Context: an optimization exercise on an open-source flow, tuned for small area. The choices shown serve that exercise and are no tape-out recipe. No functional check of the RTL was part of this run.

--- flow/run.sh ---
#!/bin/bash
# synth_recipe.tcl (not shown) runs the flow's synth.tcl, then flattens the netlist and writes it again
# the make line also repeats each setting of config.mk as NAME=value (left out here)
make -C /OpenROAD-flow-scripts/flow DESIGN_CONFIG=/design/flow/config.mk WORK_HOME=/design/flow/orfs CLKGATE_MAP_FILE= SYNTH_SCRIPT=/design/flow/synth_recipe.tcl finish
--- flow/config.mk ---
export PLATFORM = sky130hd
export DESIGN_NAME = fir_filter
export DESIGN_NICKNAME = fir_filter
export VERILOG_FILES = /design/flow/design.v
export SDC_FILE = /design/flow/constraint.sdc
export NUM_CORES = 4
export LEC_CHECK = 0
export CAP_MARGIN = 20
export CORE_MARGIN = 2
export CORE_UTILIZATION = 40
export SLEW_MARGIN = 20
--- flow/constraint.sdc ---
create_clock -name core_clock -period 6.0 [get_ports {clk}]
set_input_delay 1.2000 -clock core_clock [delete_from_list [all_inputs] [get_ports {clk}]]
set_output_delay 1.2000 -clock core_clock [all_outputs]
set_load 0.01 [all_outputs]
--- flow/design.v ---
module fir_filter(
    input               		clk,
    input               		n_rst,
    input  		signed	[7:0] 	din,    
    output reg 	signed 	[7:0] 	dout 
);
localparam signed B0 = -24;
localparam signed B1 = -21;
localparam signed B2 =   0;
localparam signed B3 =  37;
localparam signed B4 =  80;
localparam signed B5 = 114;
localparam signed B6 = 127;
reg signed [7:0] din_d;
reg signed [7:0] din_d1;
reg signed [7:0] din_d2;
reg signed [7:0] din_d3;
reg signed [7:0] din_d4;
reg signed [7:0] din_d5;
reg signed [7:0] din_d6;
reg signed [7:0] din_d7;
reg signed [7:0] din_d8;
reg signed [7:0] din_d9;
reg signed [7:0] din_d10;
reg signed [7:0] din_d11;
reg signed [7:0] din_d12;
wire signed [8:0] sum_w0;
wire signed [8:0] sum_w1;
wire signed [8:0] sum_w2;
wire signed [8:0] sum_w3;
wire signed [8:0] sum_w4;
wire signed [8:0] sum_w5;
wire signed [8:0] sum_w6;
wire signed [16:0] mul_0;
wire signed [16:0] mul_1;
wire signed [16:0] mul_2;
wire signed [16:0] mul_3;
wire signed [16:0] mul_4;
wire signed [16:0] mul_5;
wire signed [16:0] mul_6;
reg signed [16:0] mul_0d;
reg signed [16:0] mul_1d;
reg signed [16:0] mul_2d;
reg signed [16:0] mul_3d;
reg signed [16:0] mul_4d;
reg signed [16:0] mul_5d;
reg signed [16:0] mul_6d;
wire signed [17:0] sum_w00;
wire signed [17:0] sum_w01;
wire signed [17:0] sum_w02;
wire signed [17:0] sum_w03;
reg signed [17:0] sum_w00d;
reg signed [17:0] sum_w01d;
reg signed [17:0] sum_w02d;
reg signed [17:0] sum_w03d;
wire signed [18:0] sum_w000;
wire signed [18:0] sum_w001;
wire signed [19:0] sum_all;
wire signed [7:0] sum_finish;
always @(posedge clk or negedge n_rst) begin
	if (!n_rst) begin 
		din_d <= 8'h0;
	end
	else begin 
		din_d <= din;
	end
end
always @(posedge clk or negedge n_rst) begin
    if (!n_rst) begin 
        dout <= 8'sd0;
	end
    else begin 
        dout <= sum_finish;
	end
end
always @(posedge clk or negedge n_rst) begin
    if (!n_rst) begin
        din_d1  <= 8'sd0; 
        din_d2  <= 8'sd0; 
        din_d3  <= 8'sd0; 
        din_d4  <= 8'sd0;
        din_d5  <= 8'sd0; 
        din_d6  <= 8'sd0; 
        din_d7  <= 8'sd0; 
        din_d8  <= 8'sd0;
        din_d9  <= 8'sd0; 
        din_d10 <= 8'sd0; 
        din_d11 <= 8'sd0; 
        din_d12 <= 8'sd0;
    end else begin
        din_d1  <= din_d;
        din_d2  <= din_d1;
        din_d3  <= din_d2;
        din_d4  <= din_d3;
        din_d5  <= din_d4;
        din_d6  <= din_d5;
        din_d7  <= din_d6;
        din_d8  <= din_d7;
        din_d9  <= din_d8;
        din_d10 <= din_d9;
        din_d11 <= din_d10;
        din_d12 <= din_d11;
    end
end
assign sum_w0 = $signed(din_d) + $signed(din_d12);
assign sum_w1 = $signed(din_d1) + $signed(din_d11);
assign sum_w2 = $signed(din_d2) + $signed(din_d10);
assign sum_w3 = $signed(din_d3) + $signed(din_d9);
assign sum_w4 = $signed(din_d4) + $signed(din_d8);
assign sum_w5 = $signed(din_d5) + $signed(din_d7);
assign sum_w6 = {din_d6[7], din_d6};   
assign mul_0 = $signed(B0) * $signed(sum_w0);
assign mul_1 = $signed(B1) * $signed(sum_w1);
assign mul_2 = $signed(B2) * $signed(sum_w2);
assign mul_3 = $signed(B3) * $signed(sum_w3);
assign mul_4 = $signed(B4) * $signed(sum_w4);
assign mul_5 = $signed(B5) * $signed(sum_w5);
assign mul_6 = $signed(B6) * $signed(sum_w6);
always @(posedge clk or negedge n_rst) begin
    if (!n_rst) begin 
        mul_0d <= 17'sd0;
        mul_1d <= 17'sd0;
        mul_2d <= 17'sd0;
        mul_3d <= 17'sd0;
        mul_4d <= 17'sd0;
        mul_5d <= 17'sd0;
        mul_6d <= 17'sd0;
    end 
	else begin 
        mul_0d <= mul_0;
        mul_1d <= mul_1;
        mul_2d <= mul_2;
        mul_3d <= mul_3;
        mul_4d <= mul_4;
        mul_5d <= mul_5;
        mul_6d <= mul_6;
    end
end
assign sum_w00 = $signed(mul_0d) + $signed(mul_1d); 
assign sum_w01 = $signed(mul_2d) + $signed(mul_3d); 
assign sum_w02 = $signed(mul_4d) + $signed(mul_5d);
assign sum_w03 = $signed(mul_6d);
always @(posedge clk or negedge n_rst) begin
    if (!n_rst) begin
        sum_w00d <= 18'sd0;
        sum_w01d <= 18'sd0;
        sum_w02d <= 18'sd0;
        sum_w03d <= 18'sd0;
    end 
	else begin
        sum_w00d <= sum_w00;
        sum_w01d <= sum_w01;
        sum_w02d <= sum_w02;
        sum_w03d <= sum_w03;
    end
end
assign sum_w000 = $signed(sum_w00d) + $signed(sum_w01d); 
assign sum_w001 = $signed(sum_w02d) + $signed(sum_w03d);
assign sum_all = $signed(sum_w000) + $signed(sum_w001);
assign sum_finish =	((sum_all[19]) && (sum_all[18:16] != 3'b111))? 8'h81 : 
 					((!sum_all[19]) && (sum_all[18:16] != 3'b000))? 8'h7F : sum_all[16:9];
endmodule
==> reports/metrics.sh <==
RESULT_OF_THE_RUN='complete, no violations'
FINALNETCOUNT=1805
MAX_FREQ_GHz=0.1832
GRT_PASS1_VIAS=9897
TOP_CELLS_BY_AREA_IN_THE_SYNTHESIZED_NETLIST='sky130_fd_sc_hd__dfrtp_1, sky130_fd_sc_hd__ha_1, sky130_fd_sc_hd__fa_1'
LAYOUT-DRIVE-GT1-SHARE_PCT=4.742
SETUP_VIOLATIONS=0
CTS_RESIZED=0
WORST_SETUP_HOLD_PATH_CLK_SLEW_NS=0.06
POST_CTS_BUFFERS=0
INITIAL_ANTENNA_VIOLATION_COUNT=0
POST_SYNTHESIS_AREA_PER_INSTANCE_UM2=11.61
SYNTH.NET_COUNT=1753
NETLIST-CELL-TYPE-COUNT=47
SYNTH_SEQ_CELLS=263
WORST_REG2REG_SETUP_SLACK_NS=0.54
WORST-SETUP-PATH-TYPE='flop to flop'
POST_CTS_HOLD_BUFFER_COUNT=0
CRITICAL_PATH.ENDPOINT_TYPE='flop'
GRT_FIRST_PASS_WIRELENGTH_UM=47710
CRITICAL_PATH.CELL_CHAIN='ha_1 -> fa_1 -> a21oi_1 -> nor2_1 -> nor2_1 -> o21bai_1 -> a21oi_1 -> xnor2_1 -> ha_1 -> fa_1 -> fa_1 -> ha_1 -> ha_1 -> a21o_1 -> a21oi_1 -> o21bai_1 -> a21oi_1 -> o21bai_1 -> a21oi_1 -> o21bai_1 -> a21oi_1 -> xnor2_1'
HOLD_VIO_CNT_FINAL=0
DIEAREA_UM2=41720
CP-START-KIND='flop'
LARGEST_NET_DEGREE_AT_THE_START_OF_GLOBAL_ROUTING=142
INITIAL_UTILIZATION_PCT=40.46
DP_WORST_SETUP_SLACK_NS=0.5755
WORST_HOLD_PATH_TYPE='flop to flop'
SEQ_AREA_FRAC_SYNTH_PCT=41.03
CTS.PATH.MAX_BUFFERS=3
DRC_ERRORS_LEFT=0
GRT_SETUP_UNREPAIRED='false'
GR-TOTAL-OVERFLOW=0
H_TREE_DEPTH=1
MAX_CAP_VIOLATIONS=0
FLOORPLAN.CORE_AREA_UM2=39640
GLOBALROUTETOTALUTIL_PCT=14.19
WORST_SLEW_PIN_SLEW_NS=0.9038
WL_UM=27540
SYNTH_TOP_CELL_BY_AREA='sky130_fd_sc_hd__dfrtp_1'
CTS_ROOT_BUF='sky130_fd_sc_hd__clkbuf_16'
CLOCK-SINKS=263
CRITICAL_PATH_ARRIVAL_NS=5.92
FILLER_CELL_COUNT=3620
DIE_W_UM=204.3
ASR_FLOP_RATIO_SYNTH_PCT=100.0
SLOWEST_STAGE='sky130_fd_sc_hd__fa_1'
DRTPASS1ITERATIONS=4
WORST_SLEW_MARGIN_REL_PCT=39.75
POST_DRT_VIA_CELL_RATIO=4.617
POSTROUTEANTENNANETS=0
CP_COMMON_CELL='sky130_fd_sc_hd__a21oi_1'
CLOCK-SKEW-FINAL_NS=0.01171
PERIOD_SHARE_PCT=90.95
WORST_SLACK_NS=0.5428
FIN_SETUP_TNS_NS=0
FP-ROW-COUNT=73
SYNTH_WARNINGS=1
GP_CONGESTION=0.8202
POST_LAYOUT_MINIMUM_CYCLE_TIME_NS=5.457
VIAS=9147
POST_SYNTH_INSTANCE_AREA_UM2=16040
AVGROUTEDWIREPERCELL_UM=13.90
DRT_ITER0_MARKERS=231
POSTSYNTH.TOPFLOPCELL='sky130_fd_sc_hd__dfrtp_1'
SYNTH_ENABLE_FLOP_CELLS=0
CRIT_FANOUT=4
SYN-INSTANCE-COUNT=1382
DIEHEIGHT_UM=204.3
WORSTPATHREQUIRED_NS=6.47
CTS_TREE='done'
SYN2LAYOUT_AREA_GROWTH_PCT=12.32
NUMBER_OF_MAX_SLEW_VIOLATIONS_IN_THE_FINAL_REPORT=0
YOSYS.AREA.TOP_TYPE_SHARE_PCT=41.03
DP_HPWL_UM=22160
TRITONCTS.NUM_BUFFERS=29
IOS=18
NUMPORTBUFFERS=17
CRITICAL_PATH.MAX_STAGE_DELAY_NS=0.49
CLK-INSERTION-DELAY-LATE_NS=0.56
[cell families (layout without fill, tap and decap cells)]
| kind of cell | Yosys count | in the layout | share of synthesized area, % |
|---|---|---|---|
| DFF | 263 | 263 | 41.03 |
| AOI/OAI and AO/OA | 238 | 238 | 9.680 |
| and+or+nand+nor | 138 | 138 | 4.236 |
| muxes | 3 | 3 | 0.2262 |
| adders and majority gates | 361 | 361 | 32.09 |
| buffers and inverters | 255 | 328 | 5.967 |
| other | 0 | 1 | 0 |
| xor gates and xnor gates | 124 | 124 | 6.771 |
[layout by cell type, fill, tap and decap left out, drive strengths merged, types with 10 or more instances in the layout]
cell type	n
a21oi	86
nand2b	12
nor2	42
clkbuf	35
fa	84
o21a	10
o21bai	32
clkdlybuf4s50	16
a21o	41
o21ai	36
nor3	18
nand2	23
dfrtp	263
xor2	33
inv	256
xnor2	91
ha	277
nor2b	16
[flip-flops by register name, summed over array words and instances (netlist names), 12 cells and up]
name	count
sum_w02d	17
mul_3d	16
mul_5d	16
sum_w00d	16
sum_w01d	16
mul_1d	15
mul_6d	15
sum_w03d	15
mul_4d	13
mul_0d	12
[final cells by class]
| cell class | count | area [um2] | share of cell area (%) |
|---|---|---|---|
| Multi-Input combinational cell | 864 | 8502 | 47.19 |
| Sequential cell | 263 | 6581 | 36.53 |
| Inverter | 255 | 957.2 | 5.312 |
| Clock buffer | 35 | 788.3 | 4.375 |
| Tap cell | 525 | 656.9 | 3.646 |
| Clock inverter | 17 | 311.5 | 1.729 |
| Timing Repair Buffer | 21 | 217.7 | 1.208 |
| Antenna cell | 1 | 2.502 | 0.01389 |
[critical path, delay by kind of cell, from the launching register on]
kind	cells	cell delay (ns)
simple gates	2	0.21
flops	1	0.38
fa+ha+maj	7	2.57
xor+xnor	2	0.39
compound gates	11	1.83
[per-stage QoR]
stage	hold slack, ns	cells	cell area (um2)	utilization, %
final	0.3418	1981	18020	45.45
after global routing	0.3486	1980	18010	45.45
after CTS	0.3420	1980	18010	45.45
after detailed placement	0.3347	1928	16920	42.67
after global placement	0.3325	1928	16920	42.67
after floorplan	0.3312	1382	16040	-
[Yosys cell counts, types with 2 or more instances]
library cell and count:
sky130_fd_sc_hd__o21a_1 10, sky130_fd_sc_hd__inv_1 255, sky130_fd_sc_hd__o21ai_0 34, sky130_fd_sc_hd__nor2b_1 16
sky130_fd_sc_hd__a31o_4 2, sky130_fd_sc_hd__nor3_1 18, sky130_fd_sc_hd__a31oi_1 4, sky130_fd_sc_hd__o311a_1 3
sky130_fd_sc_hd__nand3_1 4, sky130_fd_sc_hd__a21oi_1 86, sky130_fd_sc_hd__nand2b_1 12, sky130_fd_sc_hd__or3_1 3
sky130_fd_sc_hd__a211o_1 2, sky130_fd_sc_hd__and3_1 3, sky130_fd_sc_hd__o41ai_1 2, sky130_fd_sc_hd__a211oi_1 4
sky130_fd_sc_hd__o21bai_1 32, sky130_fd_sc_hd__dfrtp_1 263, sky130_fd_sc_hd__xor2_1 33, sky130_fd_sc_hd__nand2_1 23
sky130_fd_sc_hd__a21o_1 41, sky130_fd_sc_hd__xnor2_1 91, sky130_fd_sc_hd__a21boi_0 8, sky130_fd_sc_hd__fa_1 84
sky130_fd_sc_hd__ha_1 277, sky130_fd_sc_hd__or2_2 6, sky130_fd_sc_hd__nor2_1 42, sky130_fd_sc_hd__nand4_1 5
[metal layers]
layer  share of wire (%)  global-route usage, %  vias up
met5                   0                      0        -
met4                 2.8                  4.270        0
met3                 2.4                  1.642       45
met2                  46                  23.90       72
met1                  49                  19.23     4383
li1                    -                      -     4647
[worst paths after layout]
check / startpoint / endpoint / cells past startpoint
max: din_d1[0]$_DFF_PN0_ / mul_1d[14]$_DFF_PN0_ / 22
min reg2reg: din_d10[5]$_DFF_PN0_ / din_d11[5]$_DFF_PN0_ / 0
max reg2reg: din_d1[0]$_DFF_PN0_ / mul_1d[14]$_DFF_PN0_ / 22
min in group asynchronous: n_rst / din_d[7]$_DFF_PN0_ / 1
max in group asynchronous: n_rst / mul_6d[1]$_DFF_PN0_ / 2
min: din_d10[5]$_DFF_PN0_ / din_d11[5]$_DFF_PN0_ / 0

port drivers added, routing unchanged:
Ports are ideal in the flow. The routed layout listed here was re-timed in OpenROAD.
Step 1 assumes that a clkbuf_16 drives the clock port and a buf_2 every other input.
Step 2 also shifts input and output timing later by t, the mid clock arrival at the registers, as if the neighbouring blocks saw the same clock.
Slacks: no drivers / after step 1 / after step 2; pairs: no drivers / after step 1.
t, ns: 0.601
setup slack, ns: 0.543 / 0.543 / 0.543
worst setup path after step 2: register to register
After both steps this run still meets setup and hold. The setup slack of this run moves by 0.000 ns with the drivers and by 0.000 ns with both steps.
